This is an optimization exercise on Yosys and OpenROAD, whose aim is small area, not a production implementation. In this exercise RTL edits were held to simulation tests only and were not proved equivalent to the original. The clock port is modelled as an ideal driver; clocking choices that lean on that would not hold on a real chip. Power figures rest on the tool's default switching activity, not on a simulated workload.

File: design/flow/config.mk
export PLATFORM = sky130hd
export DESIGN_NAME = api_extension
export DESIGN_NICKNAME = api_extension
export VERILOG_FILES = /design/flow/design.v
export SDC_FILE = /design/flow/constraint.sdc
export NUM_CORES = 4
export LEC_CHECK = 0
export CAP_MARGIN = 20
export CORE_ASPECT_RATIO = 0.25
export CORE_MARGIN = 2
export CORE_UTILIZATION = 45
export SLEW_MARGIN = 20
File: design/flow/constraint.sdc
create_clock -name core_clock -period 5.0 [get_ports {clk}]
set_input_delay 1.0000 -clock core_clock [delete_from_list [all_inputs] [get_ports {clk}]]
set_output_delay 1.0000 -clock core_clock [all_outputs]
set_load 0.01 [all_outputs]
File: design/flow/design.v
module api_extension(
                     input wire           clk,
                     input wire           reset,
                     input wire [1 : 0]   command,
                     output wire [1 : 0]  status,
                     input wire [31 : 0]  address,
                     input wire [31 : 0]  write_data,
                     output wire [31 : 0] read_data,
                     output wire          nts_cs,
                     output wire          nts_we,
                     output wire [23 : 0] nts_address,
                     output wire [31 : 0] nts_write_data,
                     input wire  [31 : 0] nts_read_data,
                     input wire           nts_ready,
                     output wire          pp_cs,
                     output wire          pp_we,
                     output wire [23 : 0] pp_address,
                     output wire [31 : 0] pp_write_data,
                     input wire  [31 : 0] pp_read_data,
                     input wire           pp_ready,
                     output wire          dp_cs,
                     output wire          dp_we,
                     output wire [23 : 0] dp_address,
                     output wire [31 : 0] dp_write_data,
                     input wire  [31 : 0] dp_read_data,
                     input wire           dp_ready,
                     output wire          merge_cs,
                     output wire          merge_we,
                     output wire [7 : 0]  merge_address,
                     output wire [31 : 0] merge_write_data,
                     input wire  [31 : 0] merge_read_data,
                     input wire           merge_ready,
                     output wire          rosc_cs,
                     output wire          rosc_we,
                     output wire [7 : 0]  rosc_address,
                     output wire [31 : 0] rosc_write_data,
                     input wire  [31 : 0] rosc_read_data,
                     input wire           rosc_ready
                    );
  localparam CORE_NAME0       = 32'h6170692d;  
  localparam CORE_NAME1       = 32'h65787420;  
  localparam CORE_VERSION     = 32'h302e3232;  
  localparam ERROR_DATA       = 32'hdeaddead;
  reg          status_lo_reg;
  reg          status_hi_reg;
  reg [1 : 0]  phase_reg;
  reg          op_a_set_reg;
  reg          op_b_set_reg;
  reg [31 : 0] op_a_reg;
  reg [31 : 0] op_b_reg;
  reg          carry_reg;
  reg [1 : 0]  rot_reg;
  reg          gate_a_reg;
  reg          gate_b_reg;
  reg [31 : 0] read_data_reg;
  wire       busy     = ~status_lo_reg;
  wire       cmd_act  = |command;
  wire       cmd_wr   = &command;
  wire [7:0] prefix   = address[31 : 24];
  wire [7:0] low      = address[7 : 0];
  wire hit_api   = prefix == 8'h00;
  wire hit_pp    = prefix == 8'h10;
  wire hit_nts   = prefix == 8'h20;
  wire hit_dp    = prefix == 8'h40;
  wire hit_merge = prefix == 8'h60;
  wire hit_rosc  = prefix == 8'hfe;
  wire hit_none  = ~(hit_api | hit_pp | hit_nts | hit_dp | hit_merge | hit_rosc);
  reg sel_pp_reg, sel_nts_reg, sel_dp_reg, sel_merge_reg, sel_rosc_reg;
  reg sel_sum_reg;
  always @ (posedge clk)
    begin : decode_update
      sel_pp_reg    <= hit_pp;
      sel_nts_reg   <= hit_nts;
      sel_dp_reg    <= hit_dp;
      sel_merge_reg <= hit_merge;
      sel_rosc_reg  <= hit_rosc;
      sel_sum_reg   <= hit_api & ((low == 8'h10) | (low == 8'h11) | (low == 8'h12));
    end
  wire target_ready = ~((sel_pp_reg    & ~pp_ready)    |
                        (sel_nts_reg   & ~nts_ready)   |
                        (sel_dp_reg    & ~dp_ready)    |
                        (sel_merge_reg & ~merge_ready) |
                        (sel_rosc_reg  & ~rosc_ready));
  wire write_op_a = cmd_wr & hit_api & (low == 8'h10);
  wire write_op_b = cmd_wr & hit_api & (low == 8'h11);
  assign status           = {status_hi_reg, status_lo_reg};
  assign read_data        = read_data_reg;
  assign nts_cs           = busy & sel_nts_reg;
  assign nts_we           = busy & sel_nts_reg & cmd_wr;
  assign nts_address      = address[23 : 0];
  assign nts_write_data   = write_data;
  assign pp_cs            = busy & sel_pp_reg;
  assign pp_we            = busy & sel_pp_reg & cmd_wr;
  assign pp_address       = address[23 : 0];
  assign pp_write_data    = write_data;
  assign dp_cs            = busy & sel_dp_reg;
  assign dp_we            = busy & sel_dp_reg & cmd_wr;
  assign dp_address       = address[23 : 0];
  assign dp_write_data    = write_data;
  assign merge_cs         = busy & sel_merge_reg;
  assign merge_we         = busy & sel_merge_reg & cmd_wr;
  assign merge_address    = address[7 : 0];
  assign merge_write_data = write_data;
  assign rosc_cs          = busy & sel_rosc_reg;
  assign rosc_we          = busy & sel_rosc_reg & cmd_wr;
  assign rosc_address     = address[7 : 0];
  assign rosc_write_data  = write_data;
  wire [7 : 0] write_byte = ({8{rot_reg == 2'h0}} & write_data[7 : 0])   |
                            ({8{rot_reg == 2'h1}} & write_data[15 : 8])  |
                            ({8{rot_reg == 2'h2}} & write_data[23 : 16]) |
                            ({8{rot_reg == 2'h3}} & write_data[31 : 24]);
  wire [7 : 0] add_a = op_a_reg[7 : 0] & {8{gate_a_reg}};
  wire [7 : 0] add_b = op_b_reg[7 : 0] & {8{gate_b_reg}};
  wire [8 : 0] carry;
  wire [7 : 0] sum;
  assign carry[0] = carry_reg & gate_a_reg & gate_b_reg & (rot_reg != 2'h0);
  genvar i;
  generate
    for (i = 0 ; i < 8 ; i = i + 1)
      begin : adder
        assign sum[i]       = add_a[i] ^ add_b[i] ^ carry[i];
        assign carry[i + 1] = (add_a[i] & add_b[i]) | (add_a[i] & carry[i]) |
                              (carry[i] & add_b[i]);
      end
  endgenerate
  wire in_ctrl_wr   = ~status_lo_reg & (phase_reg == 2'h3);
  wire in_ctrl_done = status_lo_reg & (phase_reg == 2'h2);
  wire drop_early   = cmd_act & hit_api & ~in_ctrl_wr & ~in_ctrl_done;
  wire gate_a_new   = (op_a_set_reg | write_op_a) & ~(drop_early & (low == 8'h11));
  wire gate_b_new   = (op_b_set_reg | write_op_b) & ~(drop_early & (low == 8'h10));
  wire int_sum  = sel_sum_reg;
  wire ld_pp    = busy & sel_pp_reg;
  wire ld_nts   = busy & sel_nts_reg;
  wire ld_dp    = busy & sel_dp_reg;
  wire ld_merge = busy & sel_merge_reg;
  wire ld_rosc  = busy & sel_rosc_reg;
  wire ld_none  = busy & hit_none;
  wire ld_name0 = busy & hit_api & (low == 8'h00);
  wire ld_name1 = busy & hit_api & (low == 8'h01);
  wire ld_ver   = busy & hit_api & (low == 8'h02);
  wire in_ctrl_s1 = status_lo_reg & (phase_reg == 2'h1);
  wire [3 : 0] ld_sum = {4{int_sum & (busy | in_ctrl_s1)}} &
                        {rot_reg == 2'h3, rot_reg == 2'h2, rot_reg == 2'h1, rot_reg == 2'h0};
  wire [3 : 0] hold   = {4{~busy | int_sum}} & ~ld_sum;
  wire [31 : 0] read_data_new =
    ({32{ld_pp}}    & pp_read_data)    |
    ({32{ld_nts}}   & nts_read_data)   |
    ({32{ld_dp}}    & dp_read_data)    |
    ({32{ld_merge}} & merge_read_data) |
    ({32{ld_rosc}}  & rosc_read_data)  |
    ({32{ld_none}}  & ERROR_DATA)      |
    ({32{ld_name0}} & CORE_NAME0)      |
    ({32{ld_name1}} & CORE_NAME1)      |
    ({32{ld_ver}}   & CORE_VERSION)    |
    ({{8{ld_sum[3]}}, {8{ld_sum[2]}}, {8{ld_sum[1]}}, {8{ld_sum[0]}}} & {4{sum}}) |
    ({{8{hold[3]}}, {8{hold[2]}}, {8{hold[1]}}, {8{hold[0]}}} & read_data_reg);
  always @ (posedge clk)
    begin : data_update
      carry_reg  <= carry[8];
      gate_a_reg <= gate_a_new;
      gate_b_reg <= gate_b_new;
      op_a_reg <= {write_op_a ? write_byte : op_a_reg[7 : 0], op_a_reg[31 : 8]};
      op_b_reg <= {write_op_b ? write_byte : op_b_reg[7 : 0], op_b_reg[31 : 8]};
      read_data_reg <= read_data_new;
    end
  always @ (posedge clk or posedge reset)
    begin : ctrl_update
      if (reset)
        begin
          status_lo_reg <= 1'b1;
          status_hi_reg <= 1'b0;
          phase_reg     <= 2'h0;
          op_a_set_reg  <= 1'b0;
          op_b_set_reg  <= 1'b0;
          rot_reg       <= 2'h0;
        end
      else
        begin
          rot_reg <= rot_reg + 2'h1;
          if (write_op_a)
            op_a_set_reg <= 1'b1;
          if (write_op_b)
            op_b_set_reg <= 1'b1;
          if (status_lo_reg)
            begin
              case (phase_reg)
                2'h0:
                  if (cmd_act)
                    phase_reg <= 2'h1;
                2'h1:
                  begin
                    status_lo_reg <= 1'b0;
                    phase_reg     <= 2'h0;
                  end
                2'h2:
                  if (!cmd_act)
                    phase_reg <= 2'h3;
                2'h3:
                  begin
                    status_hi_reg <= 1'b0;
                    phase_reg     <= cmd_act ? 2'h1 : 2'h0;
                  end
              endcase
            end
          else
            begin
              case (phase_reg)
                2'h0:
                  phase_reg <= 2'h1;
                2'h1, 2'h2:
                  phase_reg <= target_ready ? 2'h3 : 2'h2;
                2'h3:
                  begin
                    status_lo_reg <= 1'b1;
                    status_hi_reg <= hit_none;
                    phase_reg     <= 2'h2;
                  end
              endcase
            end
        end
    end
endmodule  
File: design/flow/flow/run.sh
#!/bin/bash
set -euo pipefail
args=(
  'BUFFER_PORTS_ARGS=-buffer_cell sky130_fd_sc_hd__buf_1'
  'CTS_ARGS=-sink_clustering_enable -repair_clock_nets -dont_use_dummy_load -buf_list {sky130_fd_sc_hd__clkbuf_4}'
)
bash standard.sh "${args[@]}" cts > standard_cts.log 2>&1
openroad -no_init -exit flow/clock_upsize.tcl > clock_upsize.log 2>&1
bash standard.sh "${args[@]}" finish > standard.log 2>&1
File: design/flow/flow/clock_upsize.tcl
# Upsize the clock buffers that drive 10 or more pins to clkbuf_8, then
# legalize the placement again.
set results orfs/results/$::env(FLOW_PLATFORM)/api_extension/base
read_liberty $::env(FLOW_HOME)/platforms/sky130hd/lib/sky130_fd_sc_hd__tt_025C_1v80.lib
read_db $results/4_cts.odb
set db [ord::get_db]
set big [$db findMaster sky130_fd_sc_hd__clkbuf_8]
set block [ord::get_db_block]
set n_up 0
foreach inst [$block getInsts] {
  if { [[$inst getMaster] getName] ne "sky130_fd_sc_hd__clkbuf_4" } { continue }
  set out [$inst findITerm X]
  set net [$out getNet]
  if { $net eq "NULL" } { continue }
  set loads [expr { [llength [$net getITerms]] - 1 }]
  if { $loads >= 10 } {
    puts "upsize [$inst getName] ($loads loads)"
    $inst swapMaster $big
    incr n_up
  }
}
puts "upsized $n_up clock buffers"
detailed_placement
check_placement -verbose
write_db $results/4_cts.odb
File: design/flow/standard.sh
#!/bin/bash
# synth_recipe.tcl (not shown) runs the flow's synth.tcl, then flattens the netlist and writes it again
# the make line also repeats each setting of config.mk as NAME=value (left out here)
make -C /OpenROAD-flow-scripts/flow DESIGN_CONFIG=/design/flow/config.mk WORK_HOME=/design/flow/orfs CLKGATE_MAP_FILE= SYNTH_SCRIPT=/design/flow/synth_recipe.tcl "${@:-finish}"
==> results of run 1 <==
==> cell usage after synthesis (2+ instances only) <==
master / n
nor2b_1: 8
dfrtp_1: 7
buf_4: 250
and2_1: 14
mux2i_1: 3
inv_1: 19
nand3_1: 15
fa_1: 8
o21ai_1: 4
nand4b_1: 2
ha_1: 8
nor3_1: 5
nor3_4: 2
a222oi_1: 32
nand4_1: 3
or2_2: 2
nor2_1: 10
o21ai_0: 5
mux2_2: 17
nand2b_1: 3
nor4_1: 3
clkbuf_1: 31
a22oi_1: 48
or4_1: 3
dfxtp_1: 105
buf_1: 4
and3_1: 5
a221oi_1: 30
a21oi_1: 31
nand2_1: 41
a2bb2oi_1: 2
==> through the flow <==
stage	cells	area, sq um	hold WS (ns)	setup WS [ns]
finish	1154	7020	0.303	0.454
global placement	1125	6810	0.310	0.496
floorplan	739	6780	0.310	0.530
detailed placement	1125	6810	0.312	0.446
global route	1151	7010	0.306	0.144
CTS	1150	7000	0.309	0.439
==> critical path, stage by stage (launching register included) <==
cell and delay (ns):
dfrtp_1 0.37, inv_1 0.08, ha_1 0.21, and4b_1 0.27, fa_1 0.18, inv_1 0.05, fa_1 0.40, inv_1 0.09
fa_1 0.17, inv_1 0.06, fa_1 0.44, fa_1 0.46, fa_1 0.42, inv_1 0.09, fa_1 0.21, fa_1 0.50
a221oi_1 0.32, nand2_1 0.09
==> power by group <==
part	switching (W)	total (W)	leakage, nW	internal, W
sequential	0.000131	0.00115	0.951	0.00102
clock	0.000323	0.000571	0.120	0.000248
combinational	0.000518	0.000806	1.50	0.000288
==> layout make-up <==
type                       count  area (sq um)  area share
clock buffer                  25           200      0.0285
tap                          204           255      0.0364
timing repair buffer         467          1780       0.254
multi-input combinational    322          2400       0.342
antenna                        4          10.0     0.00143
sequential                   113          2300       0.328
inverter                      19          71.3      0.0102
==> path summary, 6_finish.rpt <==
kind                                       endpoint  depth (start not counted)  slack, ns            startpoint
setup / recovery           read_data_reg[7]$_DFF_P_                         17       0.45  rot_reg[0]$_DFF_PP0_
hold / removal                  op_b_reg[7]$_DFF_P_                          0       0.30  op_b_reg[15]$_DFF_P_
setup reg to reg           read_data_reg[7]$_DFF_P_                         17       0.45  rot_reg[0]$_DFF_PP0_
hold reg to reg                 op_b_reg[7]$_DFF_P_                          0       0.30  op_b_reg[15]$_DFF_P_
max in group asynchronous                 async pin                          2       4.23                 reset
min in group asynchronous  op_b_set_reg$_DFFE_PP0P_                          2       0.43                 reset
==> cell families after synthesis <==
kind of cell	Yosys count	synth area share
compound gates	162	0.183
flops	113	0.340
simple gates	122	0.0963
buf+inv	304	0.307
mux	21	0.0343
fa+ha+maj	16	0.0384
xor+xnor	1	0.00129
==> routing by layer <==
metal,vias up,part of all wire,GRT usage
met2,445,0.43,0.464
met3,49,0.13,0.125
met5,-,0,0.0381
met1,3093,0.42,0.439
li1,2812,-,-
met4,0,0.013,0.0587
==> results_dict.tcl, run 1 <==
set metrics [dict create \
    max_slew_margin 0.415 \
    synth_fp_nets 988 \
    numCtsBuffers 25 \
    clock_path_buffers 3 \
    ys_warn_count 1 \
    final_common_cell "buf_1" \
    post_cts_buffers 0 \
    clk_pin_slew_worst_paths_ns 0.09 \
    arrival_ns 4.94 \
    worstHoldPathType "reg -> reg" \
    antenna_found_initial 3 \
    clk_latency_ns 0.57 \
    grt_max_degree 36 \
    coreArea_sq_um 14700 \
    dr.pass1.iters 8 \
    hpwlAfterDp_mm 22.7 \
    post_drt_wl_per_cell_um 24.1 \
    yosys.area.top_type "dfxtp_1" \
    avgViaCountPerCell 5.55 \
    total_power_w 0.00252 \
    drt_iter0_drc 1044 \
    setup_viol 0 \
    seq_area_frac_synth 0.340 \
    gp_congestion 0.968 \
    powerDensity_nw_per_um2 360 \
    fin_nets 1197 \
    cts.repair.resized 0 \
    async_flop_share 0.0708 \
    layout-drive-gt1-share 0.0592 \
    grt_overflow 0 \
    die-area_sq_um 16300 \
    ir_drop_v 0.000138 \
    synth-edff-count 0 \
    fin_setup_tns_ns 0 \
    cts_root_buf "clkbuf_4" \
    worstPathMaxFanout 4 \
    rows 22 \
    ys.flop_type "dfxtp_1" \
    utilization 0.478 \
    num_io_pins 525 \
    worstSetupEndpointType "flip-flop" \
    grt_pass1_vias 5276 \
    port-buffer-count 460 \
    syn_area_sq_um 6780 \
    track_usage 0.317 \
    max_freq_ghz 0.220 \
    start_util 0.462 \
    fillerInstances 1536 \
    maxCapViolations 0 \
    rsz0062_at_grt "false" \
    synth_top_area_frac 0.310 \
    die_height_um 65.4 \
    required_ns 5.39 \
    num_vias 6399 \
    fin_crit_ns 4.55 \
    drcViolationCount 0 \
    yosysUniqueCellTypes 50 \
    grt_pass1_wl_mm 36.7 \
    clock-sinks 113 \
    die_x_um 250 \
    cts_tree "yes" \
    finalClockSkew_ns 0.0488 \
    crit_path_start_kind "flip-flop" \
    ant_nets 0 \
    ctsHoldBuffers 0 \
    drt_wl_total_mm 27.8 \
    tightest_slew_ns 0.872 \
    period_share 0.909 \
    p_leak_nw 2.57 \
    cts.htree.levels 4 \
    synthTopCellsByArea "dfxtp_1 (31%), buf_4 (28%), a22oi_1 (5.3%), a222oi_1 (4.7%), a221oi_1 (3.9%)" \
    ys_ff_latch 113 \
    drv_slew 0 \
    syn_to_final_growth_pct 3.49 \
    worst-setup-path-type "reg -> reg" \
    final_cell_mix "buf_1 (460), dfxtp_1 (105), a22oi_1 (48)" \
    finalHoldViolCount 0 \
    status "complete, no violations" \
    synth.avg_cell_area_sq_um 9.18 \
    syn-instance-count 739 \
]
==> run 2: changes to the inputs <==
--- a/design/flow/config.mk
+++ b/design/flow/config.mk
@@ -10,3 +10,3 @@
 export CORE_MARGIN = 2
-export CORE_UTILIZATION = 45
+export CORE_UTILIZATION = 55
 export SLEW_MARGIN = 20
==> run 2 against run 1 <==
Net effect: still clean on timing, DRC and antenna; count of clock-buffer cells in the layout decreased by 8; via count increased by 5.5%; routed wire length increased by 13%; core utilization increased by 9.7 points; hold slack improved by 0.0039 ns; non-clock buffer count unchanged; critical path depth unchanged; largest power group unchanged.
==> results_dict.tcl, run 2 <==
set metrics [dict create \
    status "complete, no violations" \
    numCtsBuffers 17 \
    ys_warn_count 1 \
    finalHoldViolCount 0 \
    ant_nets 0 \
    post_layout_nonfiller_instances 1120 \
    rsz0062_at_grt "false" \
    ys_top_cells_by_count "buf_4 (250), dfxtp_1 (105), a22oi_1 (48)" \
    worstHoldPathType "reg -> reg" \
    die_height_um 59.5 \
    cts_tree "yes" \
    ys.flop_type "dfxtp_1" \
    internal-power_w 0.00150 \
    hpwlAfterDp_mm 25.0 \
    total_power_w 0.00250 \
    ctsHoldBuffers 0 \
    synth_most_common_cell "buf_4" \
    yosysUniqueCellTypes 50 \
    grt_pass1_vias 5733 \
    drcViolationCount 0 \
    synth.avg_cell_area_sq_um 9.18 \
    final_cell_mix "buf_1 (460), dfxtp_1 (105), a22oi_1 (48)" \
    p_sw_w 0.00100 \
    layout-drive-gt1-share 0.0512 \
    fin_nets 1189 \
    grt_pass1_wl_mm 41.3 \
    die-area_sq_um 13500 \
    post_cts_buffers 0 \
    clk_pin_slew_worst_paths_ns 0.09 \
    power_frac_comb 0.346 \
    final_common_cell "buf_1" \
    dr.pass1.iters 9 \
    required_ns 5.28 \
    cts.htree.levels 4 \
    cts_root_buf "clkbuf_4" \
    grt_overflow 0 \
    max_slew_margin 0.255 \
    dp.cells 1097 \
    port-buffer-count 460 \
    synth_fp_nets 988 \
    clock-sinks 113 \
    syn_area_sq_um 6780 \
    die_x_um 226 \
    fin_area_sq_um 6940 \
    pwr-share-clk 0.203 \
    worstSetupEndpointType "flip-flop" \
    max_freq_ghz 0.212 \
    fin_crit_ns 4.72 \
    swShare 0.401 \
    num_io_pins 525 \
    syn_to_final_growth_pct 2.34 \
    period_share 0.944 \
    tightest_slew_ns 1.11 \
    finalClockSkew_ns 0.0363 \
    ys_ff_latch 113 \
    async_flop_share 0.0708 \
    cpMostUsedCell "fa_1" \
    worst-setup-path-type "reg -> reg" \
    syn-instance-count 739 \
    power_frac_seq 0.451 \
    clk_latency_ns 0.44 \
    grt_max_degree 36 \
    coreArea_sq_um 12100 \
    synth_top_area_frac 0.310 \
    gp_congestion 0.996 \
    setup_viol 0 \
    ir_drop_v 0.000203 \
    track_usage 0.457 \
    crit_chain "inv_1, ha_1, and4b_1, fa_1, inv_1, fa_1, inv_1, fa_1, inv_1, fa_1, fa_1, fa_1, inv_1, fa_1, fa_1, a221oi_1, nand2_1" \
    clock_path_buffers 2 \
    slowest_stage "fa_1" \
    synth-edff-count 0 \
    drv_slew 0 \
    start_util 0.562 \
    seq_area_frac_synth 0.340 \
    crit_path_start_kind "flip-flop" \
    dpl-instance-area_sq_um 6770 \
    powerDensity_nw_per_um2 360 \
    rows 20 \
    worstPathMaxFanout 4 \
    avgViaCountPerCell 6.03 \
    fillerInstances 1140 \
    slowest_delay_ns 0.50 \
    synthTopCellsByArea "dfxtp_1 (31%), buf_4 (28%), a22oi_1 (5.3%), a222oi_1 (4.7%), a221oi_1 (3.9%)" \
    post_drt_wl_per_cell_um 27.9 \
    maxCapViolations 0 \
    arrival_ns 5.00 \
    drt_wl_total_mm 31.3 \
    drt_iter0_drc 1252 \
    num_vias 6753 \
    yosys.area.top_type "dfxtp_1" \
    utilization 0.575 \
    cts.repair.resized 0 \
    p_leak_nw 2.54 \
    antenna_found_initial 6 \
    fin_setup_tns_ns 0 \
]
==> run 2: cell counts after synthesis <==
No cell type changed its count.
==> run 2: kinds of logic after synthesis <==
kind of cell	after synthesis	share of synthesized area
AO/OA/AOI/OAI	162	0.183
buffers and inverters	304	0.307
flip-flops	113	0.340
XOR/XNOR	1	0.00129
multiplexers	21	0.0343
adder cells (fa/ha/maj)	16	0.0384
AND/OR/NAND/NOR	122	0.0963
==> run 2: layout make-up <==
cell class	count	area [sq um]	share of cell area
multi-input cells	322	2400	0.346
diodes	6	15.0	0.00216
repair buffers	467	1780	0.256
clock buffers	17	153	0.0220
well taps	176	220	0.0317
flip-flops and latches	113	2300	0.332
inverters	19	71.3	0.0103
==> run 2: metal layers <==
layer	wire length, um	global-route usage	up-vias
li1	-	-	2794
met1	13000	0.609	3288
met2	12000	0.585	590
met3	5430	0.289	75
met4	667	0.136	6
met5	117	0.0502	-
==> run 2: metrics by stage <==
stage,setup slack (ns),hold WS (ns)
after floorplan,0.530,0.310
after global placement,0.505,0.310
after detailed placement,0.372,0.312
after CTS,0.341,0.319
after global routing,0.0119,0.311
final,0.280,0.307
==> run 2: power groups by stage <==
stage,Sequential (W),Clock (W),Combinational [W]
floorplan,0.00113,0,0.000580
global placement,0.00114,0,0.000806
detailed placement,0.00114,0,0.000819
CTS,0.00112,0.000467,0.000825
global route,0.00114,0.000548,0.000906
finish,0.00113,0.000506,0.000865
==> run 2: worst paths after layout <==
check,from,endpoint,slack (ns),cells past startpoint
worst min-delay path,op_b_reg[17]$_DFF_P_,op_b_reg[9]$_DFF_P_,0.31,0
min in group asynchronous,reset,async pin,0.50,2
worst max register to register,rot_reg[0]$_DFF_PP0_,read_data_reg[7]$_DFF_P_,0.28,17
worst min register to register,op_b_reg[17]$_DFF_P_,op_b_reg[9]$_DFF_P_,0.31,0
worst max-delay path,rot_reg[0]$_DFF_PP0_,read_data_reg[7]$_DFF_P_,0.28,17
max in group asynchronous,reset,async pin,4.16,2
==> run 2: worst max-delay path, delay by kind of cell (launching register included) <==
family / cells / cell delay [ns]
adder cells (fa/ha/maj): 9 / 3.04
flip-flops: 1 / 0.41
buffers and inverters: 5 / 0.39
AO/OA/AOI/OAI: 1 / 0.36
AND/OR/NAND/NOR: 2 / 0.38

what the ideal ports hide:
The flow's constraints put no driver on any port. The routed layouts listed below were extracted and timed again, unchanged, in two steps. Step 1 (the two cells are an assumption about what drives the block):
set clk [get_ports {clk}]
set_driving_cell -lib_cell sky130_fd_sc_hd__clkbuf_16 $clk
set_driving_cell -lib_cell sky130_fd_sc_hd__buf_2 [delete_from_list [all_inputs] $clk]
Step 2 times the ports against the registers' clock, not the clock port: input delays grow and output delays shrink by t, the midpoint of the rising clock arrivals with the driver on. Slacks: ideal / step 1 / step 2; pairs: ideal / step 1.
| run | t (ns) | setup slack, ns | hold slack, ns | cell pins on the clock port's net |
|---|---|---|---|---|
| run 1 | 0.572 | 0.454 / 0.454 / 0.454 | 0.303 / 0.303 / 0.303 | 1 |
| run 2 | 0.459 | 0.280 / 0.280 / 0.280 | 0.307 / 0.307 / 0.307 | 1 |
After both steps setup and hold are still met in every run listed.
